Context: an optimization exercise on an open-source flow, tuned for small area, a short achievable clock period and few clock cycles. The choices shown serve that exercise and are no tape-out recipe.
At most, simulation tests tie the RTL to the original design; equivalence was not proved.
The RTL of run 2 was laid out without a check of its function.

## flow/design.v

```verilog
module geofence(clk, reset, X, Y, valid, is_inside);
input clk;
input reset;
input [9:0] X;
input [9:0] Y;
output reg valid;
output reg is_inside;
reg [3:0] t;
reg [9:0] px, py;            
reg [19:0] buf0, buf1, buf2;   
reg sx, sy;                  
reg [9:0] mx, my;            
reg lsx, lsy, rsx, rsy;
reg [9:0] lmx, lmy, rmx, rmy;
reg ins;
reg [3:0] hp;                
reg [12:0] ahx, ahy, bhx, bhy;   
reg aglo, aplo, bglo, bplo;
wire s0 = t == 4'd2 || t == 4'd3 || t == 4'd5 || t == 4'd7 || t == 4'd9 || t == 4'd11;
wire s2 = t == 4'd5 || t == 4'd7 || t == 4'd9 || t == 4'd11 || t == 4'd13;
wire [19:0] vin = (t == 4'd2 || t == 4'd7) ? buf0 : (t == 4'd3 || t == 4'd9) ? buf1 : buf2;
wire [10:0] dx = {1'b0, vin[19:10]} - {1'b0, px};
wire [10:0] dy = {1'b0, vin[9:0]} - {1'b0, py};
wire [9:0] ax = (dx[9:0] ^ {10{dx[10]}}) + {9'd0, dx[10]};
wire [9:0] ay = (dy[9:0] ^ {10{dy[10]}}) + {9'd0, dy[10]};
wire [3:0] side = {Y < py, Y > py, X < px, X > px};
wire early_out = |(hp & side);
wire zx = mx == 10'd0, zy = my == 10'd0;
wire zlx = lmx == 10'd0, zly = lmy == 10'd0;
wire zrx = rmx == 10'd0, zry = rmy == 10'd0;
wire [12:0] ahx_d, ahy_d;
wire aglo_d, aplo_d, a_le, a_dn;
xs1 ua1(.a(lmx), .b(my), .c(lmy), .d(mx), .hx(ahx_d), .hy(ahy_d), .glo(aglo_d), .plo(aplo_d));
xs2 ua2(.hx(ahx), .hy(ahy), .glo(aglo), .plo(aplo), .le(a_le), .lt(a_dn));
wire a_dz = a_le && !a_dn;
wire a_s1 = lsx ^ sy, a_s2 = lsy ^ sx;
wire a_nz = !(zlx || zy) || !(zly || zx);
wire an = (a_s1 == a_s2) ? (a_s1 ? !(a_dn || a_dz) : a_dn) : (a_s1 && a_nz);
wire az = (a_s1 == a_s2) ? a_dz : !a_nz;
wire ap = !an && !az;
wire [12:0] bhx_d, bhy_d;
wire bglo_d, bplo_d, b_le, b_dn;
xs1 ub1(.a(mx), .b(rmy), .c(my), .d(rmx), .hx(bhx_d), .hy(bhy_d), .glo(bglo_d), .plo(bplo_d));
xs2 ub2(.hx(bhx), .hy(bhy), .glo(bglo), .plo(bplo), .le(b_le), .lt(b_dn));
wire b_dz = b_le && !b_dn;
wire b_s1 = sx ^ rsy, b_s2 = sy ^ rsx;
wire b_nz = !(zx || zry) || !(zy || zrx);
wire bn = (b_s1 == b_s2) ? (b_s1 ? !(b_dn || b_dz) : b_dn) : (b_s1 && b_nz);
wire bz = (b_s1 == b_s2) ? b_dz : !b_nz;
wire bp = !bn && !bz;
wire opp = (!zx && (sx ^ lsx)) || (!zy && (sy ^ lsy));
wire hit = (zx && zy) || (an && (bn || bz)) || (az && bn) || (az && bz && opp);
wire early = t == 4'd6 && (ins || early_out);
wire last = s2 && t != 4'd5 && (ins || hit || t == 4'd13);
always @(posedge clk or posedge reset) begin
    if (reset) t <= 4'd0;
    else if (valid) t <= 4'd0;
    else t <= t + 4'd1;
end
always @(posedge clk) begin
    ahx <= ahx_d; ahy <= ahy_d; aglo <= aglo_d; aplo <= aplo_d;
    bhx <= bhx_d; bhy <= bhy_d; bglo <= bglo_d; bplo <= bplo_d;
    if (s0) begin
        sx <= dx[10]; mx <= ax;
        sy <= dy[10]; my <= ay;
    end
end
always @(posedge clk) begin
    if (t == 4'd0) begin
        px <= X;
        py <= Y;
    end
    if (t == 4'd1 || t == 4'd4) buf0 <= {X, Y};
    if (t == 4'd2 || t == 4'd5) buf1 <= {X, Y};
    if (t == 4'd3 || t == 4'd6) buf2 <= {X, Y};
    if (t == 4'd1) hp <= side;
    else if (t <= 4'd5) hp <= hp & side;
    if (t == 4'd3) begin
        lsx <= sx; lmx <= mx; lsy <= sy; lmy <= my;
        rsx <= sx; rmx <= mx; rsy <= sy; rmy <= my;
        ins <= zx && zy;
    end else if (s2) begin
        if (hit) ins <= 1'b1;
        if (an && bp) begin lsx <= sx; lmx <= mx; lsy <= sy; lmy <= my; end
        if (ap && bn) begin rsx <= sx; rmx <= mx; rsy <= sy; rmy <= my; end
    end
end
always @(posedge clk or posedge reset) begin
    if (reset) begin
        valid <= 1'b0;
        is_inside <= 1'b0;
    end else begin
        valid <= !valid && (early || last);
        is_inside <= early ? ins : (ins || hit);
    end
end
endmodule
module xs1(input [9:0] a, input [9:0] b, input [9:0] c, input [9:0] d,
           output [12:0] hx, output [12:0] hy, output glo, output plo);
wire t1 = (a[0] & b[9]) ^ ~(c[0] & d[9]) ^ (a[1] & b[8]);
wire t2 = ((a[0] & b[9]) & ~(c[0] & d[9])) | ((a[0] & b[9]) & (a[1] & b[8])) | (~(c[0] & d[9]) & (a[1] & b[8]));
wire t3 = (a[1] & b[9]) ^ ~(c[1] & d[9]);
wire t4 = (a[1] & b[9]) & ~(c[1] & d[9]);
wire t5 = (a[0] & b[6]) ^ ~(c[0] & d[6]) ^ (a[1] & b[5]);
wire t6 = ((a[0] & b[6]) & ~(c[0] & d[6])) | ((a[0] & b[6]) & (a[1] & b[5])) | (~(c[0] & d[6]) & (a[1] & b[5]));
wire t7 = (a[0] & b[7]) ^ ~(c[0] & d[7]) ^ (a[1] & b[6]);
wire t8 = ((a[0] & b[7]) & ~(c[0] & d[7])) | ((a[0] & b[7]) & (a[1] & b[6])) | (~(c[0] & d[7]) & (a[1] & b[6]));
wire t9 = ~(c[1] & d[6]) ^ (a[2] & b[5]) ^ ~(c[2] & d[5]);
wire t10 = (~(c[1] & d[6]) & (a[2] & b[5])) | (~(c[1] & d[6]) & ~(c[2] & d[5])) | ((a[2] & b[5]) & ~(c[2] & d[5]));
wire t11 = (a[3] & b[4]) ^ ~(c[3] & d[4]);
wire t12 = (a[3] & b[4]) & ~(c[3] & d[4]);
wire t13 = (a[0] & b[8]) ^ ~(c[0] & d[8]) ^ (a[1] & b[7]);
wire t14 = ((a[0] & b[8]) & ~(c[0] & d[8])) | ((a[0] & b[8]) & (a[1] & b[7])) | (~(c[0] & d[8]) & (a[1] & b[7]));
wire t15 = ~(c[1] & d[7]) ^ (a[2] & b[6]) ^ ~(c[2] & d[6]);
wire t16 = (~(c[1] & d[7]) & (a[2] & b[6])) | (~(c[1] & d[7]) & ~(c[2] & d[6])) | ((a[2] & b[6]) & ~(c[2] & d[6]));
wire t17 = (a[3] & b[5]) ^ ~(c[3] & d[5]) ^ (a[4] & b[4]);
wire t18 = ((a[3] & b[5]) & ~(c[3] & d[5])) | ((a[3] & b[5]) & (a[4] & b[4])) | (~(c[3] & d[5]) & (a[4] & b[4]));
wire t19 = ~(c[4] & d[4]) ^ (a[5] & b[3]) ^ ~(c[5] & d[3]);
wire t20 = (~(c[4] & d[4]) & (a[5] & b[3])) | (~(c[4] & d[4]) & ~(c[5] & d[3])) | ((a[5] & b[3]) & ~(c[5] & d[3]));
wire t21 = (a[6] & b[2]) ^ ~(c[6] & d[2]);
wire t22 = (a[6] & b[2]) & ~(c[6] & d[2]);
wire t23 = ~(c[1] & d[8]) ^ (a[2] & b[7]) ^ ~(c[2] & d[7]);
wire t24 = (~(c[1] & d[8]) & (a[2] & b[7])) | (~(c[1] & d[8]) & ~(c[2] & d[7])) | ((a[2] & b[7]) & ~(c[2] & d[7]));
wire t25 = (a[3] & b[6]) ^ ~(c[3] & d[6]) ^ (a[4] & b[5]);
wire t26 = ((a[3] & b[6]) & ~(c[3] & d[6])) | ((a[3] & b[6]) & (a[4] & b[5])) | (~(c[3] & d[6]) & (a[4] & b[5]));
wire t27 = ~(c[4] & d[5]) ^ (a[5] & b[4]) ^ ~(c[5] & d[4]);
wire t28 = (~(c[4] & d[5]) & (a[5] & b[4])) | (~(c[4] & d[5]) & ~(c[5] & d[4])) | ((a[5] & b[4]) & ~(c[5] & d[4]));
wire t29 = (a[6] & b[3]) ^ ~(c[6] & d[3]) ^ (a[7] & b[2]);
wire t30 = ((a[6] & b[3]) & ~(c[6] & d[3])) | ((a[6] & b[3]) & (a[7] & b[2])) | (~(c[6] & d[3]) & (a[7] & b[2]));
wire t31 = ~(c[7] & d[2]) ^ (a[8] & b[1]) ^ ~(c[8] & d[1]);
wire t32 = (~(c[7] & d[2]) & (a[8] & b[1])) | (~(c[7] & d[2]) & ~(c[8] & d[1])) | ((a[8] & b[1]) & ~(c[8] & d[1]));
wire t33 = (a[9] & b[0]) ^ ~(c[9] & d[0]);
wire t34 = (a[9] & b[0]) & ~(c[9] & d[0]);
wire t35 = (a[2] & b[8]) ^ ~(c[2] & d[8]) ^ (a[3] & b[7]);
wire t36 = ((a[2] & b[8]) & ~(c[2] & d[8])) | ((a[2] & b[8]) & (a[3] & b[7])) | (~(c[2] & d[8]) & (a[3] & b[7]));
wire t37 = ~(c[3] & d[7]) ^ (a[4] & b[6]) ^ ~(c[4] & d[6]);
wire t38 = (~(c[3] & d[7]) & (a[4] & b[6])) | (~(c[3] & d[7]) & ~(c[4] & d[6])) | ((a[4] & b[6]) & ~(c[4] & d[6]));
wire t39 = (a[5] & b[5]) ^ ~(c[5] & d[5]) ^ (a[6] & b[4]);
wire t40 = ((a[5] & b[5]) & ~(c[5] & d[5])) | ((a[5] & b[5]) & (a[6] & b[4])) | (~(c[5] & d[5]) & (a[6] & b[4]));
wire t41 = ~(c[6] & d[4]) ^ (a[7] & b[3]) ^ ~(c[7] & d[3]);
wire t42 = (~(c[6] & d[4]) & (a[7] & b[3])) | (~(c[6] & d[4]) & ~(c[7] & d[3])) | ((a[7] & b[3]) & ~(c[7] & d[3]));
wire t43 = (a[8] & b[2]) ^ ~(c[8] & d[2]) ^ (a[9] & b[1]);
wire t44 = ((a[8] & b[2]) & ~(c[8] & d[2])) | ((a[8] & b[2]) & (a[9] & b[1])) | (~(c[8] & d[2]) & (a[9] & b[1]));
wire t45 = ~(c[9] & d[1]) ^ 1'b1 ^ t2;
wire t46 = (~(c[9] & d[1]) & 1'b1) | (~(c[9] & d[1]) & t2) | (1'b1 & t2);
wire t47 = (a[2] & b[9]) ^ ~(c[2] & d[9]) ^ (a[3] & b[8]);
wire t48 = ((a[2] & b[9]) & ~(c[2] & d[9])) | ((a[2] & b[9]) & (a[3] & b[8])) | (~(c[2] & d[9]) & (a[3] & b[8]));
wire t49 = ~(c[3] & d[8]) ^ (a[4] & b[7]) ^ ~(c[4] & d[7]);
wire t50 = (~(c[3] & d[8]) & (a[4] & b[7])) | (~(c[3] & d[8]) & ~(c[4] & d[7])) | ((a[4] & b[7]) & ~(c[4] & d[7]));
wire t51 = (a[5] & b[6]) ^ ~(c[5] & d[6]) ^ (a[6] & b[5]);
wire t52 = ((a[5] & b[6]) & ~(c[5] & d[6])) | ((a[5] & b[6]) & (a[6] & b[5])) | (~(c[5] & d[6]) & (a[6] & b[5]));
wire t53 = ~(c[6] & d[5]) ^ (a[7] & b[4]) ^ ~(c[7] & d[4]);
wire t54 = (~(c[6] & d[5]) & (a[7] & b[4])) | (~(c[6] & d[5]) & ~(c[7] & d[4])) | ((a[7] & b[4]) & ~(c[7] & d[4]));
wire t55 = (a[8] & b[3]) ^ ~(c[8] & d[3]) ^ (a[9] & b[2]);
wire t56 = ((a[8] & b[3]) & ~(c[8] & d[3])) | ((a[8] & b[3]) & (a[9] & b[2])) | (~(c[8] & d[3]) & (a[9] & b[2]));
wire t57 = (a[3] & b[9]) ^ ~(c[3] & d[9]) ^ (a[4] & b[8]);
wire t58 = ((a[3] & b[9]) & ~(c[3] & d[9])) | ((a[3] & b[9]) & (a[4] & b[8])) | (~(c[3] & d[9]) & (a[4] & b[8]));
wire t59 = ~(c[4] & d[8]) ^ (a[5] & b[7]) ^ ~(c[5] & d[7]);
wire t60 = (~(c[4] & d[8]) & (a[5] & b[7])) | (~(c[4] & d[8]) & ~(c[5] & d[7])) | ((a[5] & b[7]) & ~(c[5] & d[7]));
wire t61 = (a[6] & b[6]) ^ ~(c[6] & d[6]) ^ (a[7] & b[5]);
wire t62 = ((a[6] & b[6]) & ~(c[6] & d[6])) | ((a[6] & b[6]) & (a[7] & b[5])) | (~(c[6] & d[6]) & (a[7] & b[5]));
wire t63 = (a[4] & b[9]) ^ ~(c[4] & d[9]) ^ (a[5] & b[8]);
wire t64 = ((a[4] & b[9]) & ~(c[4] & d[9])) | ((a[4] & b[9]) & (a[5] & b[8])) | (~(c[4] & d[9]) & (a[5] & b[8]));
wire t65 = (a[0] & b[4]) ^ ~(c[0] & d[4]) ^ (a[1] & b[3]);
wire t66 = ((a[0] & b[4]) & ~(c[0] & d[4])) | ((a[0] & b[4]) & (a[1] & b[3])) | (~(c[0] & d[4]) & (a[1] & b[3]));
wire t67 = (a[0] & b[5]) ^ ~(c[0] & d[5]) ^ (a[1] & b[4]);
wire t68 = ((a[0] & b[5]) & ~(c[0] & d[5])) | ((a[0] & b[5]) & (a[1] & b[4])) | (~(c[0] & d[5]) & (a[1] & b[4]));
wire t69 = ~(c[1] & d[4]) ^ (a[2] & b[3]) ^ ~(c[2] & d[3]);
wire t70 = (~(c[1] & d[4]) & (a[2] & b[3])) | (~(c[1] & d[4]) & ~(c[2] & d[3])) | ((a[2] & b[3]) & ~(c[2] & d[3]));
wire t71 = (a[3] & b[2]) ^ ~(c[3] & d[2]);
wire t72 = (a[3] & b[2]) & ~(c[3] & d[2]);
wire t73 = ~(c[1] & d[5]) ^ (a[2] & b[4]) ^ ~(c[2] & d[4]);
wire t74 = (~(c[1] & d[5]) & (a[2] & b[4])) | (~(c[1] & d[5]) & ~(c[2] & d[4])) | ((a[2] & b[4]) & ~(c[2] & d[4]));
wire t75 = (a[3] & b[3]) ^ ~(c[3] & d[3]) ^ (a[4] & b[2]);
wire t76 = ((a[3] & b[3]) & ~(c[3] & d[3])) | ((a[3] & b[3]) & (a[4] & b[2])) | (~(c[3] & d[3]) & (a[4] & b[2]));
wire t77 = ~(c[4] & d[2]) ^ (a[5] & b[1]) ^ ~(c[5] & d[1]);
wire t78 = (~(c[4] & d[2]) & (a[5] & b[1])) | (~(c[4] & d[2]) & ~(c[5] & d[1])) | ((a[5] & b[1]) & ~(c[5] & d[1]));
wire t79 = (a[6] & b[0]) ^ ~(c[6] & d[0]);
wire t80 = (a[6] & b[0]) & ~(c[6] & d[0]);
wire t81 = (a[4] & b[3]) ^ ~(c[4] & d[3]) ^ (a[5] & b[2]);
wire t82 = ((a[4] & b[3]) & ~(c[4] & d[3])) | ((a[4] & b[3]) & (a[5] & b[2])) | (~(c[4] & d[3]) & (a[5] & b[2]));
wire t83 = ~(c[5] & d[2]) ^ (a[6] & b[1]) ^ ~(c[6] & d[1]);
wire t84 = (~(c[5] & d[2]) & (a[6] & b[1])) | (~(c[5] & d[2]) & ~(c[6] & d[1])) | ((a[6] & b[1]) & ~(c[6] & d[1]));
wire t85 = (a[7] & b[0]) ^ ~(c[7] & d[0]) ^ 1'b1;
wire t86 = ((a[7] & b[0]) & ~(c[7] & d[0])) | ((a[7] & b[0]) & 1'b1) | (~(c[7] & d[0]) & 1'b1);
wire t87 = t6 ^ t7 ^ t9;
wire t88 = (t6 & t7) | (t6 & t9) | (t7 & t9);
wire t89 = (a[7] & b[1]) ^ ~(c[7] & d[1]) ^ (a[8] & b[0]);
wire t90 = ((a[7] & b[1]) & ~(c[7] & d[1])) | ((a[7] & b[1]) & (a[8] & b[0])) | (~(c[7] & d[1]) & (a[8] & b[0]));
wire t91 = ~(c[8] & d[0]) ^ 1'b1 ^ t8;
wire t92 = (~(c[8] & d[0]) & 1'b1) | (~(c[8] & d[0]) & t8) | (1'b1 & t8);
wire t93 = t10 ^ t12 ^ t13;
wire t94 = (t10 & t12) | (t10 & t13) | (t12 & t13);
wire t95 = t15 ^ t17 ^ t19;
wire t96 = (t15 & t17) | (t15 & t19) | (t17 & t19);
wire t97 = 1'b1 ^ t1 ^ t14;
wire t98 = (1'b1 & t1) | (1'b1 & t14) | (t1 & t14);
wire t99 = t16 ^ t18 ^ t20;
wire t100 = (t16 & t18) | (t16 & t20) | (t18 & t20);
wire t101 = t22 ^ t23 ^ t25;
wire t102 = (t22 & t23) | (t22 & t25) | (t23 & t25);
wire t103 = t27 ^ t29 ^ t31;
wire t104 = (t27 & t29) | (t27 & t31) | (t29 & t31);
wire t105 = t3 ^ t24 ^ t26;
wire t106 = (t3 & t24) | (t3 & t26) | (t24 & t26);
wire t107 = t28 ^ t30 ^ t32;
wire t108 = (t28 & t30) | (t28 & t32) | (t30 & t32);
wire t109 = t34 ^ t35 ^ t37;
wire t110 = (t34 & t35) | (t34 & t37) | (t35 & t37);
wire t111 = t39 ^ t41 ^ t43;
wire t112 = (t39 & t41) | (t39 & t43) | (t41 & t43);
wire t113 = ~(c[9] & d[2]) ^ t4 ^ t36;
wire t114 = (~(c[9] & d[2]) & t4) | (~(c[9] & d[2]) & t36) | (t4 & t36);
wire t115 = t38 ^ t40 ^ t42;
wire t116 = (t38 & t40) | (t38 & t42) | (t40 & t42);
wire t117 = t44 ^ t46 ^ t47;
wire t118 = (t44 & t46) | (t44 & t47) | (t46 & t47);
wire t119 = t49 ^ t51 ^ t53;
wire t120 = (t49 & t51) | (t49 & t53) | (t51 & t53);
wire t121 = ~(c[7] & d[5]) ^ (a[8] & b[4]) ^ ~(c[8] & d[4]);
wire t122 = (~(c[7] & d[5]) & (a[8] & b[4])) | (~(c[7] & d[5]) & ~(c[8] & d[4])) | ((a[8] & b[4]) & ~(c[8] & d[4]));
wire t123 = (a[9] & b[3]) ^ ~(c[9] & d[3]) ^ t48;
wire t124 = ((a[9] & b[3]) & ~(c[9] & d[3])) | ((a[9] & b[3]) & t48) | (~(c[9] & d[3]) & t48);
wire t125 = t50 ^ t52 ^ t54;
wire t126 = (t50 & t52) | (t50 & t54) | (t52 & t54);
wire t127 = t56 ^ t57 ^ t59;
wire t128 = (t56 & t57) | (t56 & t59) | (t57 & t59);
wire t129 = ~(c[5] & d[8]) ^ (a[6] & b[7]) ^ ~(c[6] & d[7]);
wire t130 = (~(c[5] & d[8]) & (a[6] & b[7])) | (~(c[5] & d[8]) & ~(c[6] & d[7])) | ((a[6] & b[7]) & ~(c[6] & d[7]));
wire t131 = (a[7] & b[6]) ^ ~(c[7] & d[6]) ^ (a[8] & b[5]);
wire t132 = ((a[7] & b[6]) & ~(c[7] & d[6])) | ((a[7] & b[6]) & (a[8] & b[5])) | (~(c[7] & d[6]) & (a[8] & b[5]));
wire t133 = ~(c[8] & d[5]) ^ (a[9] & b[4]) ^ ~(c[9] & d[4]);
wire t134 = (~(c[8] & d[5]) & (a[9] & b[4])) | (~(c[8] & d[5]) & ~(c[9] & d[4])) | ((a[9] & b[4]) & ~(c[9] & d[4]));
wire t135 = t58 ^ t60 ^ t62;
wire t136 = (t58 & t60) | (t58 & t62) | (t60 & t62);
wire t137 = (a[5] & b[9]) ^ ~(c[5] & d[9]) ^ (a[6] & b[8]);
wire t138 = ((a[5] & b[9]) & ~(c[5] & d[9])) | ((a[5] & b[9]) & (a[6] & b[8])) | (~(c[5] & d[9]) & (a[6] & b[8]));
wire t139 = ~(c[6] & d[8]) ^ (a[7] & b[7]) ^ ~(c[7] & d[7]);
wire t140 = (~(c[6] & d[8]) & (a[7] & b[7])) | (~(c[6] & d[8]) & ~(c[7] & d[7])) | ((a[7] & b[7]) & ~(c[7] & d[7]));
wire t141 = (a[8] & b[6]) ^ ~(c[8] & d[6]) ^ (a[9] & b[5]);
wire t142 = ((a[8] & b[6]) & ~(c[8] & d[6])) | ((a[8] & b[6]) & (a[9] & b[5])) | (~(c[8] & d[6]) & (a[9] & b[5]));
wire t143 = (a[6] & b[9]) ^ ~(c[6] & d[9]) ^ (a[7] & b[8]);
wire t144 = ((a[6] & b[9]) & ~(c[6] & d[9])) | ((a[6] & b[9]) & (a[7] & b[8])) | (~(c[6] & d[9]) & (a[7] & b[8]));
wire t145 = (a[0] & b[2]) ^ ~(c[0] & d[2]);
wire t146 = (a[0] & b[2]) & ~(c[0] & d[2]);
wire t147 = (a[0] & b[3]) ^ ~(c[0] & d[3]) ^ (a[1] & b[2]);
wire t148 = ((a[0] & b[3]) & ~(c[0] & d[3])) | ((a[0] & b[3]) & (a[1] & b[2])) | (~(c[0] & d[3]) & (a[1] & b[2]));
wire t149 = ~(c[1] & d[2]) ^ (a[2] & b[1]) ^ ~(c[2] & d[1]);
wire t150 = (~(c[1] & d[2]) & (a[2] & b[1])) | (~(c[1] & d[2]) & ~(c[2] & d[1])) | ((a[2] & b[1]) & ~(c[2] & d[1]));
wire t151 = ~(c[1] & d[3]) ^ (a[2] & b[2]) ^ ~(c[2] & d[2]);
wire t152 = (~(c[1] & d[3]) & (a[2] & b[2])) | (~(c[1] & d[3]) & ~(c[2] & d[2])) | ((a[2] & b[2]) & ~(c[2] & d[2]));
wire t153 = (a[3] & b[1]) ^ ~(c[3] & d[1]) ^ (a[4] & b[0]);
wire t154 = ((a[3] & b[1]) & ~(c[3] & d[1])) | ((a[3] & b[1]) & (a[4] & b[0])) | (~(c[3] & d[1]) & (a[4] & b[0]));
wire t155 = ~(c[4] & d[0]) ^ 1'b1;
wire t156 = ~(c[4] & d[0]) & 1'b1;
wire t157 = (a[4] & b[1]) ^ ~(c[4] & d[1]) ^ (a[5] & b[0]);
wire t158 = ((a[4] & b[1]) & ~(c[4] & d[1])) | ((a[4] & b[1]) & (a[5] & b[0])) | (~(c[4] & d[1]) & (a[5] & b[0]));
wire t159 = ~(c[5] & d[0]) ^ 1'b1 ^ t66;
wire t160 = (~(c[5] & d[0]) & 1'b1) | (~(c[5] & d[0]) & t66) | (1'b1 & t66);
wire t161 = t67 ^ t69 ^ t71;
wire t162 = (t67 & t69) | (t67 & t71) | (t69 & t71);
wire t163 = 1'b1 ^ t5 ^ t68;
wire t164 = (1'b1 & t5) | (1'b1 & t68) | (t5 & t68);
wire t165 = t70 ^ t72 ^ t73;
wire t166 = (t70 & t72) | (t70 & t73) | (t72 & t73);
wire t167 = t75 ^ t77 ^ t79;
wire t168 = (t75 & t77) | (t75 & t79) | (t77 & t79);
wire t169 = t11 ^ t74 ^ t76;
wire t170 = (t11 & t74) | (t11 & t76) | (t74 & t76);
wire t171 = t78 ^ t80 ^ t81;
wire t172 = (t78 & t80) | (t78 & t81) | (t80 & t81);
wire t173 = t83 ^ t85 ^ t87;
wire t174 = (t83 & t85) | (t83 & t87) | (t85 & t87);
wire t175 = t21 ^ t82 ^ t84;
wire t176 = (t21 & t82) | (t21 & t84) | (t82 & t84);
wire t177 = t86 ^ t88 ^ t89;
wire t178 = (t86 & t88) | (t86 & t89) | (t88 & t89);
wire t179 = t91 ^ t93 ^ t95;
wire t180 = (t91 & t93) | (t91 & t95) | (t93 & t95);
wire t181 = t33 ^ t90 ^ t92;
wire t182 = (t33 & t90) | (t33 & t92) | (t90 & t92);
wire t183 = t94 ^ t96 ^ t97;
wire t184 = (t94 & t96) | (t94 & t97) | (t96 & t97);
wire t185 = t99 ^ t101 ^ t103;
wire t186 = (t99 & t101) | (t99 & t103) | (t101 & t103);
wire t187 = t45 ^ t98 ^ t100;
wire t188 = (t45 & t98) | (t45 & t100) | (t98 & t100);
wire t189 = t102 ^ t104 ^ t105;
wire t190 = (t102 & t104) | (t102 & t105) | (t104 & t105);
wire t191 = t107 ^ t109 ^ t111;
wire t192 = (t107 & t109) | (t107 & t111) | (t109 & t111);
wire t193 = t55 ^ t106 ^ t108;
wire t194 = (t55 & t106) | (t55 & t108) | (t106 & t108);
wire t195 = t110 ^ t112 ^ t113;
wire t196 = (t110 & t112) | (t110 & t113) | (t112 & t113);
wire t197 = t115 ^ t117 ^ t119;
wire t198 = (t115 & t117) | (t115 & t119) | (t117 & t119);
wire t199 = t61 ^ t114 ^ t116;
wire t200 = (t61 & t114) | (t61 & t116) | (t114 & t116);
wire t201 = t118 ^ t120 ^ t121;
wire t202 = (t118 & t120) | (t118 & t121) | (t120 & t121);
wire t203 = t123 ^ t125 ^ t127;
wire t204 = (t123 & t125) | (t123 & t127) | (t125 & t127);
wire t205 = t63 ^ t122 ^ t124;
wire t206 = (t63 & t122) | (t63 & t124) | (t122 & t124);
wire t207 = t126 ^ t128 ^ t129;
wire t208 = (t126 & t128) | (t126 & t129) | (t128 & t129);
wire t209 = t131 ^ t133 ^ t135;
wire t210 = (t131 & t133) | (t131 & t135) | (t133 & t135);
wire t211 = ~(c[9] & d[5]) ^ t64 ^ t130;
wire t212 = (~(c[9] & d[5]) & t64) | (~(c[9] & d[5]) & t130) | (t64 & t130);
wire t213 = t132 ^ t134 ^ t136;
wire t214 = (t132 & t134) | (t132 & t136) | (t134 & t136);
wire t215 = t137 ^ t139 ^ t141;
wire t216 = (t137 & t139) | (t137 & t141) | (t139 & t141);
wire t217 = ~(c[7] & d[8]) ^ (a[8] & b[7]) ^ ~(c[8] & d[7]);
wire t218 = (~(c[7] & d[8]) & (a[8] & b[7])) | (~(c[7] & d[8]) & ~(c[8] & d[7])) | ((a[8] & b[7]) & ~(c[8] & d[7]));
wire t219 = (a[9] & b[6]) ^ ~(c[9] & d[6]) ^ t138;
wire t220 = ((a[9] & b[6]) & ~(c[9] & d[6])) | ((a[9] & b[6]) & t138) | (~(c[9] & d[6]) & t138);
wire t221 = t140 ^ t142 ^ t143;
wire t222 = (t140 & t142) | (t140 & t143) | (t142 & t143);
wire t223 = (a[7] & b[9]) ^ ~(c[7] & d[9]) ^ (a[8] & b[8]);
wire t224 = ((a[7] & b[9]) & ~(c[7] & d[9])) | ((a[7] & b[9]) & (a[8] & b[8])) | (~(c[7] & d[9]) & (a[8] & b[8]));
wire t225 = ~(c[8] & d[8]) ^ (a[9] & b[7]) ^ ~(c[9] & d[7]);
wire t226 = (~(c[8] & d[8]) & (a[9] & b[7])) | (~(c[8] & d[8]) & ~(c[9] & d[7])) | ((a[9] & b[7]) & ~(c[9] & d[7]));
wire t227 = (a[0] & b[1]) ^ ~(c[0] & d[1]);
wire t228 = (a[0] & b[1]) & ~(c[0] & d[1]);
wire t229 = (a[1] & b[1]) ^ ~(c[1] & d[1]) ^ (a[2] & b[0]);
wire t230 = ((a[1] & b[1]) & ~(c[1] & d[1])) | ((a[1] & b[1]) & (a[2] & b[0])) | (~(c[1] & d[1]) & (a[2] & b[0]));
wire t231 = ~(c[2] & d[0]) ^ 1'b1;
wire t232 = ~(c[2] & d[0]) & 1'b1;
wire t233 = (a[3] & b[0]) ^ ~(c[3] & d[0]) ^ 1'b1;
wire t234 = ((a[3] & b[0]) & ~(c[3] & d[0])) | ((a[3] & b[0]) & 1'b1) | (~(c[3] & d[0]) & 1'b1);
wire t235 = t146 ^ t147 ^ t149;
wire t236 = (t146 & t147) | (t146 & t149) | (t147 & t149);
wire t237 = t65 ^ t148 ^ t150;
wire t238 = (t65 & t148) | (t65 & t150) | (t148 & t150);
wire t239 = t151 ^ t153 ^ t155;
wire t240 = (t151 & t153) | (t151 & t155) | (t153 & t155);
wire t241 = t152 ^ t154 ^ t156;
wire t242 = (t152 & t154) | (t152 & t156) | (t154 & t156);
wire t243 = t157 ^ t159 ^ t161;
wire t244 = (t157 & t159) | (t157 & t161) | (t159 & t161);
wire t245 = t158 ^ t160 ^ t162;
wire t246 = (t158 & t160) | (t158 & t162) | (t160 & t162);
wire t247 = t163 ^ t165 ^ t167;
wire t248 = (t163 & t165) | (t163 & t167) | (t165 & t167);
wire t249 = t164 ^ t166 ^ t168;
wire t250 = (t164 & t166) | (t164 & t168) | (t166 & t168);
wire t251 = t169 ^ t171 ^ t173;
wire t252 = (t169 & t171) | (t169 & t173) | (t171 & t173);
wire t253 = t170 ^ t172 ^ t174;
wire t254 = (t170 & t172) | (t170 & t174) | (t172 & t174);
wire t255 = t175 ^ t177 ^ t179;
wire t256 = (t175 & t177) | (t175 & t179) | (t177 & t179);
wire t257 = t176 ^ t178 ^ t180;
wire t258 = (t176 & t178) | (t176 & t180) | (t178 & t180);
wire t259 = t181 ^ t183 ^ t185;
wire t260 = (t181 & t183) | (t181 & t185) | (t183 & t185);
wire t261 = t182 ^ t184 ^ t186;
wire t262 = (t182 & t184) | (t182 & t186) | (t184 & t186);
wire t263 = t187 ^ t189 ^ t191;
wire t264 = (t187 & t189) | (t187 & t191) | (t189 & t191);
wire t265 = t188 ^ t190 ^ t192;
wire t266 = (t188 & t190) | (t188 & t192) | (t190 & t192);
wire t267 = t193 ^ t195 ^ t197;
wire t268 = (t193 & t195) | (t193 & t197) | (t195 & t197);
wire t269 = t194 ^ t196 ^ t198;
wire t270 = (t194 & t196) | (t194 & t198) | (t196 & t198);
wire t271 = t199 ^ t201 ^ t203;
wire t272 = (t199 & t201) | (t199 & t203) | (t201 & t203);
wire t273 = t200 ^ t202 ^ t204;
wire t274 = (t200 & t202) | (t200 & t204) | (t202 & t204);
wire t275 = t205 ^ t207 ^ t209;
wire t276 = (t205 & t207) | (t205 & t209) | (t207 & t209);
wire t277 = t206 ^ t208 ^ t210;
wire t278 = (t206 & t208) | (t206 & t210) | (t208 & t210);
wire t279 = t211 ^ t213 ^ t215;
wire t280 = (t211 & t213) | (t211 & t215) | (t213 & t215);
wire t281 = t212 ^ t214 ^ t216;
wire t282 = (t212 & t214) | (t212 & t216) | (t214 & t216);
wire t283 = t217 ^ t219 ^ t221;
wire t284 = (t217 & t219) | (t217 & t221) | (t219 & t221);
wire t285 = t144 ^ t218 ^ t220;
wire t286 = (t144 & t218) | (t144 & t220) | (t218 & t220);
wire t287 = t222 ^ t223 ^ t225;
wire t288 = (t222 & t223) | (t222 & t225) | (t223 & t225);
wire t289 = (a[8] & b[9]) ^ ~(c[8] & d[9]) ^ (a[9] & b[8]);
wire t290 = ((a[8] & b[9]) & ~(c[8] & d[9])) | ((a[8] & b[9]) & (a[9] & b[8])) | (~(c[8] & d[9]) & (a[9] & b[8]));
wire t291 = ~(c[9] & d[8]) ^ t224 ^ t226;
wire t292 = (~(c[9] & d[8]) & t224) | (~(c[9] & d[8]) & t226) | (t224 & t226);
wire t293 = (a[1] & b[0]) ^ ~(c[1] & d[0]);
wire t294 = (a[1] & b[0]) & ~(c[1] & d[0]);
wire t295 = t145 ^ t228 ^ t229;
wire t296 = (t145 & t228) | (t145 & t229) | (t228 & t229);
wire t297 = t230 ^ t232 ^ t233;
wire t298 = (t230 & t232) | (t230 & t233) | (t232 & t233);
wire t299 = t234 ^ t236 ^ t237;
wire t300 = (t234 & t236) | (t234 & t237) | (t236 & t237);
wire t301 = t238 ^ t240 ^ t241;
wire t302 = (t238 & t240) | (t238 & t241) | (t240 & t241);
wire t303 = t242 ^ t244 ^ t245;
wire t304 = (t242 & t244) | (t242 & t245) | (t244 & t245);
wire t305 = t246 ^ t248 ^ t249;
wire t306 = (t246 & t248) | (t246 & t249) | (t248 & t249);
wire t307 = t250 ^ t252 ^ t253;
wire t308 = (t250 & t252) | (t250 & t253) | (t252 & t253);
wire t309 = t254 ^ t256 ^ t257;
wire t310 = (t254 & t256) | (t254 & t257) | (t256 & t257);
wire t311 = t258 ^ t260 ^ t261;
wire t312 = (t258 & t260) | (t258 & t261) | (t260 & t261);
wire t313 = t262 ^ t264 ^ t265;
wire t314 = (t262 & t264) | (t262 & t265) | (t264 & t265);
wire t315 = t266 ^ t268 ^ t269;
wire t316 = (t266 & t268) | (t266 & t269) | (t268 & t269);
wire t317 = t270 ^ t272 ^ t273;
wire t318 = (t270 & t272) | (t270 & t273) | (t272 & t273);
wire t319 = t274 ^ t276 ^ t277;
wire t320 = (t274 & t276) | (t274 & t277) | (t276 & t277);
wire t321 = t278 ^ t280 ^ t281;
wire t322 = (t278 & t280) | (t278 & t281) | (t280 & t281);
wire t323 = t282 ^ t284 ^ t285;
wire t324 = (t282 & t284) | (t282 & t285) | (t284 & t285);
wire t325 = t286 ^ t288 ^ t289;
wire t326 = (t286 & t288) | (t286 & t289) | (t288 & t289);
wire t327 = (a[9] & b[9]) ^ ~(c[9] & d[9]) ^ t290;
wire t328 = ((a[9] & b[9]) & ~(c[9] & d[9])) | ((a[9] & b[9]) & t290) | (~(c[9] & d[9]) & t290);
wire t329 = 1'b1 ^ t227;
wire t330 = 1'b1 & t227;
wire t331 = t231 ^ t294 ^ t295;
wire t332 = (t231 & t294) | (t231 & t295) | (t294 & t295);
wire t333 = t235 ^ t296 ^ t297;
wire t334 = (t235 & t296) | (t235 & t297) | (t296 & t297);
wire t335 = t239 ^ t298 ^ t299;
wire t336 = (t239 & t298) | (t239 & t299) | (t298 & t299);
wire t337 = t243 ^ t300 ^ t301;
wire t338 = (t243 & t300) | (t243 & t301) | (t300 & t301);
wire t339 = t247 ^ t302 ^ t303;
wire t340 = (t247 & t302) | (t247 & t303) | (t302 & t303);
wire t341 = t251 ^ t304 ^ t305;
wire t342 = (t251 & t304) | (t251 & t305) | (t304 & t305);
wire t343 = t255 ^ t306 ^ t307;
wire t344 = (t255 & t306) | (t255 & t307) | (t306 & t307);
wire t345 = t259 ^ t308 ^ t309;
wire t346 = (t259 & t308) | (t259 & t309) | (t308 & t309);
wire t347 = t263 ^ t310 ^ t311;
wire t348 = (t263 & t310) | (t263 & t311) | (t310 & t311);
wire t349 = t267 ^ t312 ^ t313;
wire t350 = (t267 & t312) | (t267 & t313) | (t312 & t313);
wire t351 = t271 ^ t314 ^ t315;
wire t352 = (t271 & t314) | (t271 & t315) | (t314 & t315);
wire t353 = t275 ^ t316 ^ t317;
wire t354 = (t275 & t316) | (t275 & t317) | (t316 & t317);
wire t355 = t279 ^ t318 ^ t319;
wire t356 = (t279 & t318) | (t279 & t319) | (t318 & t319);
wire t357 = t283 ^ t320 ^ t321;
wire t358 = (t283 & t320) | (t283 & t321) | (t320 & t321);
wire t359 = t287 ^ t322 ^ t323;
wire t360 = (t287 & t322) | (t287 & t323) | (t322 & t323);
wire t361 = t291 ^ t324 ^ t325;
wire t362 = (t291 & t324) | (t291 & t325) | (t324 & t325);
wire t363 = t292 ^ t326 ^ t327;
wire t364 = (t292 & t326) | (t292 & t327) | (t326 & t327);
wire [20:0] x = {1'b1, t328, t362, t360, t358, t356, t354, t352, t350, t348, t346, t344, t342, t340, t338, t336, t334, t332, t330, t293, (a[0] & b[0])};
wire [20:0] y = {1'b0, t364, t363, t361, t359, t357, t355, t353, t351, t349, t347, t345, t343, t341, t339, t337, t335, t333, t331, t329, ~(c[0] & d[0])};
assign hx = x[20:8];
assign hy = y[20:8];
wire [7:0] g = x[7:0] & y[7:0];
wire [7:0] p = x[7:0] | y[7:0];
wire lG1 = g[1] | (p[1] & g[0]);
wire lP1 = p[1] & p[0];
wire lG2 = g[3] | (p[3] & g[2]);
wire lP2 = p[3] & p[2];
wire lG3 = lG2 | (lP2 & lG1);
wire lP3 = lP2 & lP1;
wire lG4 = g[5] | (p[5] & g[4]);
wire lP4 = p[5] & p[4];
wire lG5 = g[7] | (p[7] & g[6]);
wire lP5 = p[7] & p[6];
wire lG6 = lG5 | (lP5 & lG4);
wire lP6 = lP5 & lP4;
wire lG7 = lG6 | (lP6 & lG3);
wire lP7 = lP6 & lP3;
assign glo = lG7;
assign plo = lP7;
endmodule
module xs2(input [12:0] hx, input [12:0] hy, input glo, input plo, output le, output lt);
wire [11:0] g = hx[11:0] & hy[11:0];
wire [11:0] p = hx[11:0] | hy[11:0];
wire hG1 = g[2] | (p[2] & g[1]);
wire hP1 = p[2] & p[1];
wire hG2 = hG1 | (hP1 & g[0]);
wire hP2 = hP1 & p[0];
wire hG3 = g[5] | (p[5] & g[4]);
wire hP3 = p[5] & p[4];
wire hG4 = hG3 | (hP3 & g[3]);
wire hP4 = hP3 & p[3];
wire hG5 = hG4 | (hP4 & hG2);
wire hP5 = hP4 & hP2;
wire hG6 = g[8] | (p[8] & g[7]);
wire hP6 = p[8] & p[7];
wire hG7 = hG6 | (hP6 & g[6]);
wire hP7 = hP6 & p[6];
wire hG8 = g[11] | (p[11] & g[10]);
wire hP8 = p[11] & p[10];
wire hG9 = hG8 | (hP8 & g[9]);
wire hP9 = hP8 & p[9];
wire hG10 = hG9 | (hP9 & hG7);
wire hP10 = hP9 & hP7;
wire hG11 = hG10 | (hP10 & hG5);
wire hP11 = hP10 & hP5;
wire top = hx[12] ^ hy[12];
wire gall = hG11 | (hP11 & glo);
wire pall = hP11 & plo;
assign le = top ^ gall;
assign lt = top ^ (gall | pall);
endmodule
```

## flow/flow/run.sh

```bash
#!/bin/bash
# The standard layout, with one extra step between synthesis and floorplan:
# invopt.py removes the inverters that Yosys's full-adder extraction leaves between
# adders (see invopt.py). Each tool's output goes to a log of its own.
set -euo pipefail
R=orfs/results/$FLOW_PLATFORM/geofence/base
LIB=$FLOW_HOME/platforms/$FLOW_PLATFORM/lib/sky130_fd_sc_hd__tt_025C_1v80.lib
bash standard.sh synth > synth.log 2>&1
cp $R/1_2_yosys.v 1_2_yosys.synth.v
python3 flow/invopt.py $LIB 1_2_yosys.synth.v 1_2_yosys.invopt.v > invopt.log 2>&1
cp 1_2_yosys.invopt.v $R/1_2_yosys.v
bash standard.sh SETUP_SLACK_MARGIN=7.5 "CTS_ARGS=-sink_clustering_enable -repair_clock_nets -buf_list {sky130_fd_sc_hd__clkbuf_4 sky130_fd_sc_hd__clkbuf_8} -sink_clustering_size 20 -sink_clustering_max_diameter 60 -dont_use_dummy_load" finish > layout.log 2>&1
```

## flow/flow/invopt.py

```python
#!/usr/bin/env python3
"""Polarity clean-up of a mapped sky130hd netlist (Yosys write_verilog output).

Yosys's extract_fa maps many full adders in inverted form (inverted inputs and outputs),
which leaves inverters between adders. A full adder is self-dual: FA(~a,~b,~c) gives
(~sum, ~cout). This script removes every inverter, then picks for each full adder whether
to use it inverted, and for some single-output gates whether to swap them for their
complement (and2 <-> nand2, ...), so that as few inverters as possible are needed; it
then adds one inverter per signal whose complement is still needed. The function of the
netlist and its registers are unchanged.

usage: invopt.py lib in.v out.v"""
import re, sys, random

lib_path, src, dst = sys.argv[1:4]
P = "sky130_fd_sc_hd__"

# cell areas and pin directions from the liberty file
areas, pins, cur, curpin = {}, {}, None, None
for line in open(lib_path):
    m = re.match(r'\s*cell \("(\w+)"\)', line)
    if m:
        cur = m.group(1); pins[cur] = {}; continue
    m = re.match(r'\s*area\s*:\s*([0-9.]+)', line)
    if m and cur and cur not in areas:
        areas[cur] = float(m.group(1))
    m = re.match(r'\s*pin \("(\w+)"\)', line)
    if m and cur:
        curpin = m.group(1); continue
    m = re.match(r'\s*direction\s*:\s*"?(\w+)"?', line)
    if m and cur and curpin:
        pins[cur][curpin] = m.group(1); curpin = None

PAIRS = [("and2", "nand2"), ("or2", "nor2"), ("xor2", "xnor2"), ("and3", "nand3"),
         ("or3", "nor3"), ("and4", "nand4"), ("or4", "nor4"), ("a21o", "a21oi"),
         ("o21a", "o21ai"), ("a22o", "a22oi"), ("o22a", "o22ai"), ("a211o", "a211oi"),
         ("o211a", "o211ai"), ("a31o", "a31oi"), ("o31a", "o31ai"), ("xor3", "xnor3"),
         ("buf", "inv"), ("clkbuf", "inv"), ("a221o", "a221oi"), ("o221a", "o221ai"),
         ("a41o", "a41oi"), ("o41a", "o41ai"), ("a32o", "a32oi"), ("o32a", "o32ai"),
         ("mux2", "mux2i")]
COMP = {}
for a, b, d in [(a, b, d) for a, b in PAIRS for d in ("_4", "_2", "_1")] + \
        [(b, a, d) for a, b in PAIRS for d in ("_4", "_2", "_1")]:
    x, y = P + a + d, P + b + "_1"
    if a == "inv":
        continue
    if x in pins and y in pins:
        ix = sorted(p for p, d in pins[x].items() if d == "input")
        iy = sorted(p for p, d in pins[y].items() if d == "input")
        ox = [p for p, d in pins[x].items() if d == "output"]
        oy = [p for p, d in pins[y].items() if d == "output"]
        if ix == iy and len(ox) == 1 and len(oy) == 1:
            COMP[x] = (y, ox[0], oy[0])
INV = re.compile(P + r"(inv|clkinv)_\d+$")
FA = P + "fa_1"
HA = P + "ha_1"

text = open(src).read()
mod = re.search(r"module\s+(\w+)\s*\((.*?)\);(.*)endmodule", text, re.S)
body = mod.group(3)
outputs = set()
for m in re.finditer(r"^\s*output\s+(\[[^\]]*\]\s*)?(\w+)\s*;", body, re.M):
    outputs.add(m.group(2))
inputs = set()
for m in re.finditer(r"^\s*input\s+(\[[^\]]*\]\s*)?(\w+)\s*;", body, re.M):
    inputs.add(m.group(2))

cell_re = re.compile(r"^\s*(" + P + r"\w+)\s+(\S+)\s*\((.*?)\);", re.M | re.S)
pin_re = re.compile(r"\.(\w+)\(\s*(.*?)\s*\)\s*(?:,|$)", re.S)
cells = []
for m in cell_re.finditer(body):
    t, name, conns = m.group(1), m.group(2), m.group(3)
    pc = [(p, n.strip()) for p, n in pin_re.findall(conns)]
    cells.append([t, name, pc])
if re.search(r"^\s*assign\s", body, re.M):
    sys.exit("netlist has assign statements")
other = cell_re.sub("", body)

def is_out(t, p):
    return pins[t].get(p) == "output"

# nets driven by inverters: net -> input net
inv_of = {}
for t, name, pc in cells:
    if INV.match(t):
        d = dict(pc); inv_of[d["Y"]] = d["A"]
def base(n):
    pol = 0
    while n in inv_of:
        n = inv_of[n]; pol ^= 1
    return n, pol

for o in outputs:
    if base(o)[1] or o in inv_of:
        sys.exit("output port driven by an inverter")

# variables: full adders (flip all pins) and complementable gates (flip the output)
var_of_cell = {}
driver_var = {}   # base net -> var index (its physical polarity)
nvar = 0
ctype = []
for i, (t, name, pc) in enumerate(cells):
    if INV.match(t):
        continue
    if t == FA or t in COMP or t == HA:
        var_of_cell[i] = nvar; ctype.append(t); nvar += 1
        if t != HA:
            for p, n in pc:
                if is_out(t, p):
                    driver_var[n] = var_of_cell[i]
val = [0] * nvar

# loads: (cell index, pin, base net, literal polarity, var of load or None)
loads = {}
for i, (t, name, pc) in enumerate(cells):
    if INV.match(t):
        continue
    for p, n in pc:
        if is_out(t, p):
            continue
        b, pol = base(n)
        v = var_of_cell[i] if t in (FA, HA) else None
        loads.setdefault(b, []).append((i, p, pol, v))
for o in outputs:
    loads.setdefault(o, []).append((None, o, 0, None))

sig_of_var = {}
for b in loads:
    if b in driver_var:
        sig_of_var.setdefault(driver_var[b], []).append(b)
for_var_loads = {}
for b, ls in loads.items():
    for (i, p, pol, v) in ls:
        if v is not None:
            for_var_loads.setdefault(v, set()).add(b)

inv_area = areas[P + "inv_1"]
def sig_cost(b):
    ph = val[driver_var[b]] if b in driver_var else 0
    need = False
    for (i, p, pol, v) in loads[b]:
        req = pol ^ (val[v] if v is not None else 0)
        if req != ph:
            need = True; break
    return inv_area if need else 0.0
def var_cost(v):
    t = ctype[v]
    if t == FA:
        return 0.0
    if t == HA:
        return (areas[P + "xor2_1"] + areas[P + "nor2_1"]) if val[v] else areas[t]
    return areas[COMP[t][0]] if val[v] else areas[t]
def touched(v):
    s = set(sig_of_var.get(v, [])) | for_var_loads.get(v, set())
    return s

total = sum(sig_cost(b) for b in loads) + sum(var_cost(v) for v in range(nvar))
start = total + inv_area * 0
orig = sum(areas[t] for t, n, pc in cells if INV.match(t) or t == FA or t in COMP)
order = list(range(nvar))
rng = random.Random(1)
def delta(v):
    ss = touched(v)
    before = sum(sig_cost(b) for b in ss) + var_cost(v)
    val[v] ^= 1
    after = sum(sig_cost(b) for b in ss) + var_cost(v)
    val[v] ^= 1
    return after - before
def descend():
    global total
    improved = True
    while improved:
        improved = False
        rng.shuffle(order)
        for v in order:
            d = delta(v)
            if d < -1e-9 or (d < 1e-9 and rng.random() < 0.3):
                val[v] ^= 1; total += d
                if d < -1e-9:
                    improved = True
descend()
best, best_val = total, list(val)
# simulated annealing over single flips, then a final descent from the best state
import math, os
steps = int(os.environ.get("SA_STEPS", "3000000"))
t0, t1 = 3.0, 0.05
for it in range(steps):
    T = t0 * (t1 / t0) ** (it / steps)
    v = rng.randrange(nvar)
    d = delta(v)
    if d < 1e-9 or rng.random() < math.exp(-d / T):
        val[v] ^= 1
        total += d
        if total < best - 1e-9:
            best, best_val = total, list(val)
val[:] = best_val
total = best
descend()
# rewrite
def W(n):
    return n + " " if n.startswith("\\") else n
new_cells = []
inv_net = {}
k = 0
for b in sorted(loads):
    ph = val[driver_var[b]] if b in driver_var else 0
    for (i, p, pol, v) in loads[b]:
        req = pol ^ (val[v] if v is not None else 0)
        if req != ph and b not in inv_net:
            k += 1
            inv_net[b] = f"invopt_{k}"
            new_cells.append(f"  {P}inv_1 invopt_c{k} (\n    .A({W(b)}),\n    .Y({inv_net[b]})\n  );")
conn = {}
for b, ls in loads.items():
    ph = val[driver_var[b]] if b in driver_var else 0
    for (i, p, pol, v) in ls:
        req = pol ^ (val[v] if v is not None else 0)
        net = b if req == ph else inv_net[b]
        if i is None:
            if net != p:
                sys.exit("output port polarity")
            continue
        conn[(i, p)] = net
conn = {k: W(n) for k, n in conn.items()}
out_cells = []
for i, (t, name, pc) in enumerate(cells):
    if INV.match(t):
        continue
    if t == HA and val[var_of_cell[i]]:
        d = dict(pc)
        a, b = conn[(i, "A")], conn[(i, "B")]
        if "SUM" in d:
            out_cells.append(f"  {P}xor2_1 {name}_s (\n    .A({a}),\n    .B({b}),\n    .X({W(d['SUM'])})\n  );")
        if "COUT" in d:
            out_cells.append(f"  {P}nor2_1 {name}_c (\n    .A({a}),\n    .B({b}),\n    .Y({W(d['COUT'])})\n  );")
        continue
    nt = t
    opin = {}
    if i in var_of_cell and t != FA and val[var_of_cell[i]]:
        nt, po, pn = COMP[t]
        opin[po] = pn
    items = []
    for p, n in pc:
        if is_out(t, p):
            items.append(f"    .{opin.get(p, p)}({W(n)})")
        else:
            items.append(f"    .{p}({conn[(i, p)]})")
    out_cells.append(f"  {nt} {name} (\n" + ",\n".join(items) + "\n  );")
decl = "\n".join(f"  wire {inv_net[b]};" for b in sorted(inv_net, key=lambda b: inv_net[b]))
newbody = other.rstrip() + "\n" + decl + "\n" + "\n".join(out_cells + new_cells) + "\n"
out = text[:mod.start(3)] + newbody + text[mod.end(3):]
open(dst, "w").write(out)
ninv0 = sum(1 for t, n, pc in cells if INV.match(t))
nflip = sum(1 for v in range(nvar) if val[v] and ctype[v] in (FA, HA))
ncomp = sum(1 for v in range(nvar) if val[v] and ctype[v] != FA)
sys.stderr.write(f"invopt: inverters {ninv0} -> {k}, adders flipped {nflip}, gates swapped {ncomp}, "
                 f"area of touched cells {orig:.1f} -> {total:.1f}\n")
```

## flow/standard.sh

```bash
#!/bin/bash
# synth_recipe.tcl (not shown) runs the flow's synth.tcl, then flattens the netlist and writes it again
# the make line also repeats each setting of config.mk as NAME=value (left out here)
make -C /OpenROAD-flow-scripts/flow DESIGN_CONFIG=/design/flow/config.mk WORK_HOME=/design/flow/orfs CLKGATE_MAP_FILE= SYNTH_SCRIPT=/design/flow/synth_recipe.tcl "${@:-finish}"
```

## flow/config.mk

```make
export PLATFORM = sky130hd
export DESIGN_NAME = geofence
export DESIGN_NICKNAME = geofence
export VERILOG_FILES = /design/flow/design.v
export SDC_FILE = /design/flow/constraint.sdc
export NUM_CORES = 4
export LEC_CHECK = 0
export CAP_MARGIN = 20
export CORE_MARGIN = 2
export CORE_UTILIZATION = 40
export CTS_BUF_LIST = sky130_fd_sc_hd__clkbuf_4 sky130_fd_sc_hd__clkbuf_8
export CTS_CLUSTER_DIAMETER = 60
export CTS_CLUSTER_SIZE = 20
export PLACE_DENSITY = 0.6
export SETUP_SLACK_MARGIN = 5
export SLEW_MARGIN = 20
```

## flow/constraint.sdc

```tcl
create_clock -name core_clock -period 12.0 [get_ports {clk}]
set_input_delay 2.4000 -clock core_clock [delete_from_list [all_inputs] [get_ports {clk}]]
set_output_delay 2.4000 -clock core_clock [all_outputs]
set_load 0.01 [all_outputs]
```

==> results.sh, run 1 <==
export IMPL_status="timing/DRC/antenna clean"
export IMPL_clk_pin_slew_ns=0.10
export IMPL_slew_limit_headroom_pct=31.0
export IMPL_antenna_found_initial=0
export IMPL_antenna_cells=0
export IMPL_netlist_instances=1664
export IMPL_final_area_um2=20200
export IMPL_cts_htree_levels=1
export IMPL_fin_crit_sh_pct=36.3
export IMPL_reg2reg_from="my[4]"
export IMPL_regArea_um2=5730
export IMPL_fmax_ghz=0.230
export IMPL_hold_depth=1
export IMPL_maxSlewViolCount=0
export IMPL_wl_per_cell_um=19.4
export IMPL_nets=2062
export IMPL_grt_usage_pct=19.1
export IMPL_worst_slack_ns=7.65
export IMPL_fin_crit_ns=4.35
export IMPL_instances_no_fill=2265
export IMPL_die_width_um=220
export IMPL_tns_ns=0
export IMPL_grt_ovfl_total=0
export IMPL_die_area_um2=48500
export IMPL_ctsHoldBuffers=0
export IMPL_crit_chain="clkdlybuf4s50_1 -> ha_1 -> a21o_1 -> a21o_1 -> a21oi_1 -> o211ai_1 -> o21ai_0 -> o21ai_0 -> a311oi_2 -> a311oi_1 -> a211o_1 -> inv_1"
export IMPL_rsz0062_at_grt="yes"
export IMPL_rows=79
export IMPL_grt_pass1_wl_um=71800
export IMPL_hpwl_um=31000
export IMPL_maxCapViolCount=0
export IMPL_clk_path_buf_depth=3
export IMPL_clkSinkCount=209
export IMPL_reg2reg_depth=12
export IMPL_cp_required_ns=12.58
export IMPL_worstMarginPinSlew_ns=1.04
export IMPL_synth_nets=2066
export IMPL_timing_rr_end="aglo"
export IMPL_die_y_um=220
export IMPL_layout_drive_gt1_share_pct=6.45
export IMPL_critPathMaxStageDelay_ns=0.49
export IMPL_viasPerCell=5.33
export IMPL_min_to="t[0]"
export IMPL_areaGrowthSynthToFinish_pct=8.16
export IMPL_drc_errors=0
export IMPL_dp_cells=2228
export IMPL_core_area_um2=46400
export IMPL_finClkSkew_ns=0.129
export IMPL_r2r_setup_slack_ns=7.76
export IMPL_multiInputGateArea_um2=12500
export IMPL_timing_final_hold_violations=0
export IMPL_cts_root_buf="clkbuf_8"
export IMPL_first_pass_iters=5
export IMPL_start_util_pct=40.4
export IMPL_crit_fanout=5
export IMPL_timing_hold_ws_ns=0.574
export IMPL_postPlaceCellArea_um2=19600
export IMPL_path_class="in2reg"
export IMPL_hold_path_class="reg2reg"
export IMPL_arrival_ns=4.93
export IMPL_io_pins=24
export IMPL_fill_cells=4285
export IMPL_cp_start_kind="input port"
export IMPL_gp_congestion=0.815
export IMPL_endpoint_kind="flop"
export IMPL_postLayoutCoreUtil_pct=43.7
export IMPL_cts_buffers_inserted=24
export IMPL_grt_max_degree=41
export IMPL_vias=12100
export IMPL_hp_start="valid"
export IMPL_place_ws_ns=6.82
export IMPL_ys_warn_count=1
export IMPL_setup_viol=0
export IMPL_tritoncts="done"
export IMPL_ant_nets=0
export IMPL_synth_area_per_cell_um2=11.2
export IMPL_clk_latency_ns=0.64
export IMPL_syn_cell_area_um2=18700
export IMPL_cp_slowest_cell="clkdlybuf4s50_1"
export IMPL_grt_pass1_vias=13200
export IMPL_port_buffers=23
export IMPL_drt_iter0_markers=713
export IMPL_wl_um=44000
placed cells by master (no fill, tap or decap), drive strengths merged, types with 3 or more instances in the layout:
master           n
a211oi           4
a21boi           3
a21o             8
a21oi           49
a22oi            7
a311oi           3
a31oi            7
and2           201
and3             4
buf             36
clkbuf          25
clkdlybuf4s50   23
dfrtp            6
dfxtp           52
edfxtp         151
fa             328
ha              52
inv             82
maj3             4
mux2i           22
nand2          245
nand2b          13
nand3           15
nand4            9
nor2            87
nor2b            9
nor3            13
nor4            15
o211ai           7
o21a             4
o21ai           39
o21bai           3
o221ai           4
o22ai           15
o31ai            3
or2              5
or3              7
xnor2           23
xor2            43
cell type report:
type	count	share of cell area (%)
inverters	82	1.53
repair buffers	61	3.00
clock buffers	24	1.63
flip-flops and latches	209	28.3
well taps	607	3.75
multi-input cells	1282	61.8
metal layers:
layer,up-vias,routed length (um),track usage [%]
met5,-,0,0
met3,88,2410,2.83
li1,5429,-,-
met1,6234,18200,25.1
met2,314,21900,32.9
met4,0,1470,5.64
state kept, by name, summed over array words and instances (netlist names), 4 cells and up:
register / count
hp: 4
bhy: 12
px: 10
ahy: 12
buf0: 20
rmy: 10
buf1: 20
ahx: 12
lmx: 10
t: 4
mx: 10
rmx: 10
py: 10
lmy: 10
buf2: 20
my: 10
bhx: 12
repair_timing:
item	CTS	global route
endpoints found under the setup margin	14	14
setup buffers	3	8
gates cloned	1	1
gates resized for setup	20	20
pin swaps	2	7
worst max-delay path by stage:
stage,slack [ns],start,depth (start not counted),to
after floorplan,7.69,t[0],21,mx[6]
after global placement,6.97,Y[3],12,valid
after CTS,7.53,t[2],20,mx[6]
final,7.65,X[3],12,valid
after global routing,7.47,t[0],21,mx[6]
after detailed placement,6.82,t[1],24,mx[6]
critical path: cells and delay by family:
kind                     cells  cell delay (ns)
adder cells (fa/ha/maj)      1             0.36
AO/OA/AOI/OAI                9             1.64
buffers and inverters        2             0.54
Testbench counts, summed over its fixed seeds: cycles 75,647.
==> run 2, diff against run 1 <==
--- a/flow/design.v
+++ b/flow/design.v
@@ -14,6 +14,7 @@
 reg [9:0] lmx, lmy, rmx, rmy;
 reg ins;
 reg [3:0] hp;                
+reg [3:0] qo;                
 reg [12:0] ahx, ahy, bhx, bhy;   
 reg aglo, aplo, bglo, bplo;
 wire s0 = t == 4'd2 || t == 4'd3 || t == 4'd5 || t == 4'd7 || t == 4'd9 || t == 4'd11;
@@ -25,6 +26,8 @@
 wire [9:0] ay = (dy[9:0] ^ {10{dy[10]}}) + {9'd0, dy[10]};
 wire [3:0] side = {Y < py, Y > py, X < px, X > px};
 wire early_out = |(hp & side);
+wire [3:0] quad = {side[0] & side[3], side[1] & side[3], side[1] & side[2], side[0] & side[2]};
+wire early_in = &(qo | quad);
 wire zx = mx == 10'd0, zy = my == 10'd0;
 wire zlx = lmx == 10'd0, zly = lmy == 10'd0;
 wire zrx = rmx == 10'd0, zry = rmy == 10'd0;
@@ -50,7 +53,7 @@
 wire bp = !bn && !bz;
 wire opp = (!zx && (sx ^ lsx)) || (!zy && (sy ^ lsy));
 wire hit = (zx && zy) || (an && (bn || bz)) || (az && bn) || (az && bz && opp);
-wire early = t == 4'd6 && (ins || early_out);
+wire early = t == 4'd6 && (ins || early_in || early_out);
 wire last = s2 && t != 4'd5 && (ins || hit || t == 4'd13);
 always @(posedge clk or posedge reset) begin
     if (reset) t <= 4'd0;
@@ -73,8 +76,8 @@
     if (t == 4'd1 || t == 4'd4) buf0 <= {X, Y};
     if (t == 4'd2 || t == 4'd5) buf1 <= {X, Y};
     if (t == 4'd3 || t == 4'd6) buf2 <= {X, Y};
-    if (t == 4'd1) hp <= side;
-    else if (t <= 4'd5) hp <= hp & side;
+    if (t == 4'd1) begin hp <= side; qo <= quad; end
+    else if (t <= 4'd5) begin hp <= hp & side; qo <= qo | quad; end
     if (t == 4'd3) begin
         lsx <= sx; lmx <= mx; lsy <= sy; lmy <= my;
         rsx <= sx; rmx <= mx; rsy <= sy; rmy <= my;
@@ -91,7 +94,7 @@
         is_inside <= 1'b0;
     end else begin
         valid <= !valid && (early || last);
-        is_inside <= early ? ins : (ins || hit);
+        is_inside <= early ? (ins || early_in) : (ins || hit);
     end
 end
 endmodule
==> run 2 against run 1 <==
  * Die area up 1.2%
  * Register-to-register slack about the same
  * Critical path depth down 2
  * Worst setup slack worse by 0.11 ns
  * Cell area up 1.3%
  * Synthesized cell count up 0.90%
  * Critical path type unchanged
  * Synthesized area up 1.2%
  * Hold slack worse by 0.0023 ns
  * Still clean
  * Clock skew up 0.014 ns
==> results.sh, run 2 <==
export IMPL_status="timing/DRC/antenna clean"
export IMPL_core_area_um2=46700
export IMPL_antenna_cells=0
export IMPL_maxSlewViolCount=0
export IMPL_arrival_ns=5.01
export IMPL_gp_congestion=0.841
export IMPL_fin_crit_ns=4.46
export IMPL_clk_latency_ns=0.64
export IMPL_layout_drive_gt1_share_pct=7.09
export IMPL_die_area_um2=49100
export IMPL_antenna_found_initial=0
export IMPL_syn_cell_area_um2=18900
export IMPL_synth_nets=2087
export IMPL_ant_nets=0
export IMPL_tns_ns=0
export IMPL_wl_per_cell_um=20.2
export IMPL_grt_ovfl_total=0
export IMPL_clk_path_buf_depth=3
export IMPL_cts_htree_levels=1
export IMPL_wl_um=46300
export IMPL_ys_warn_count=1
export IMPL_netlist_instances=1679
export IMPL_grt_pass1_wl_um=75400
export IMPL_largest_registers="buf0 x20, buf1 x20, buf2 x20"
export IMPL_regArea_um2=5850
export IMPL_drc_errors=0
export IMPL_cp_start_kind="input port"
export IMPL_cts_buffers_inserted=22
export IMPL_first_pass_iters=5
export IMPL_drt_iter0_markers=782
export IMPL_die_y_um=222
export IMPL_ctsHoldBuffers=0
export IMPL_slew_limit_headroom_pct=29.5
export IMPL_fill_cells=4330
export IMPL_path_class="in2reg"
export IMPL_worstMarginPinSlew_ns=1.06
export IMPL_start_util_pct=40.6
export IMPL_areaGrowthSynthToFinish_pct=8.28
export IMPL_final_cell_mix="327 x fa_1, 253 x nand2_1, 201 x and2_1"
export IMPL_die_width_um=222
export IMPL_fin_crit_sh_pct=37.2
export IMPL_clkSinkCount=213
export IMPL_hpwl_um=32100
export IMPL_final_common_cell="fa_1"
export IMPL_timing_final_hold_violations=0
export IMPL_timing_hold_ws_ns=0.571
export IMPL_synth_area_per_cell_um2=11.3
export IMPL_viasPerCell=5.41
export IMPL_hold_path_class="reg2reg"
export IMPL_fmax_ghz=0.224
export IMPL_io_pins=24
export IMPL_tritoncts="done"
export IMPL_cts_root_buf="clkbuf_8"
export IMPL_setup_viol=0
export IMPL_nets=2089
export IMPL_grt_max_degree=41
export IMPL_grt_pass1_vias=13400
export IMPL_rows=79
export IMPL_maxCapViolCount=0
export IMPL_vias=12400
export IMPL_crit_fanout=5
export IMPL_clk_pin_slew_ns=0.12
export IMPL_multiInputGateArea_um2=12600
export IMPL_grt_usage_pct=19.5
export IMPL_port_buffers=23
export IMPL_finClkSkew_ns=0.144
export IMPL_rsz0062_at_grt="yes"
export IMPL_cp_required_ns=12.54
export IMPL_endpoint_kind="flop"
-- run 2: worst max-delay path, stage by stage --
cell and delay [ns]:
clkdlybuf4s50_1 0.48, ha_1 0.24, a221o_1 0.39, a2111oi_4 0.35
buf_4 0.19, inv_1 0.06, o41a_1 0.38, a211oi_2 0.30
a311oi_2 0.07, o32ai_1 0.13
-- run 2: area by class of cell --
| cell class | instances | share of cell area (%) |
|---|---|---|
| multi-input combinational | 1290 | 61.6 |
| sequential | 213 | 28.5 |
| tap | 607 | 3.70 |
| timing repair buffer | 67 | 3.08 |
| inverter | 87 | 1.61 |
| clock buffer | 22 | 1.48 |
-- run 2: per-layer routing --
metal	GRT usage, %	wire length, um	vias up
met5	0	0	-
met4	5.06	1200	0
met3	3.59	2860	73
met2	33.5	23000	373
met1	25.3	19200	6380
li1	-	-	5532
-- run 2: path summary, 6_finish.rpt --
check                      start     to  slack (ns)  depth (start not counted)
max                         X[2]  valid        7.54                         10
min                        hp[3]  hp[3]        0.57                          1
max reg2reg                my[7]   aglo        7.75                         10
min reg2reg                hp[3]  hp[3]        0.57                          1
max in group asynchronous  reset   t[1]        9.68                          2
min in group asynchronous  reset   t[2]        2.01                          2
-- run 2: repair_timing --
action                                  in CTS  in global routing
buffers inserted                            10                  7
pin swaps                                    4                  9
gates resized for setup                     18                 26
endpoints found under the setup margin      15                 14
hold endpoints to repair                     0                  0
gates cloned                                 1                  0
-- run 2: per-stage QoR --
stage	worst slack [ns]	instances	utilization, %	cell area, um^2
3_5_place_dp	6.57	2245	42.6	19900
6_report	7.54	2286	44.0	20500
4_1_cts	7.50	2278	43.6	20300
2_1_floorplan	7.46	1679	-	19000
3_3_place_gp	6.61	2245	42.6	19900
5_1_grt	7.44	2286	44.0	20500

==> separate check: timing with driven ports <==
No port has a modelled driver above. Below, the same layouts with a new extraction and two added sets of constraints. Step 1 (the two cells are an assumption about what drives the block):
set clk [get_ports {clk}]
set_driving_cell -lib_cell sky130_fd_sc_hd__clkbuf_16 $clk
set_driving_cell -lib_cell sky130_fd_sc_hd__buf_2 [delete_from_list [all_inputs] $clk]
Step 2 moves the port delays by t, midway between the first and last clock arrival at a register: inputs arrive t later, outputs are due t later. That takes back most of the time a late clock gives input paths. Slacks: ideal ports / drivers / drivers and shift; pairs: ideal ports / drivers.
| run | t (ns) | setup slack, ns | worst setup path after step 2 | pins driven straight from the clock port |
|---|---|---|---|---|
| run 1 | 0.628 | 7.647 / 7.675 / 7.046 | input to register | 1 |
| run 2 | 0.614 | 7.538 / 7.566 / 6.952 | input to register | 1 |
After both steps setup and hold are still met in every run listed. The setup slack of run 1, which loses most, moves by +0.028 ns with the drivers and by -0.601 ns with both steps.
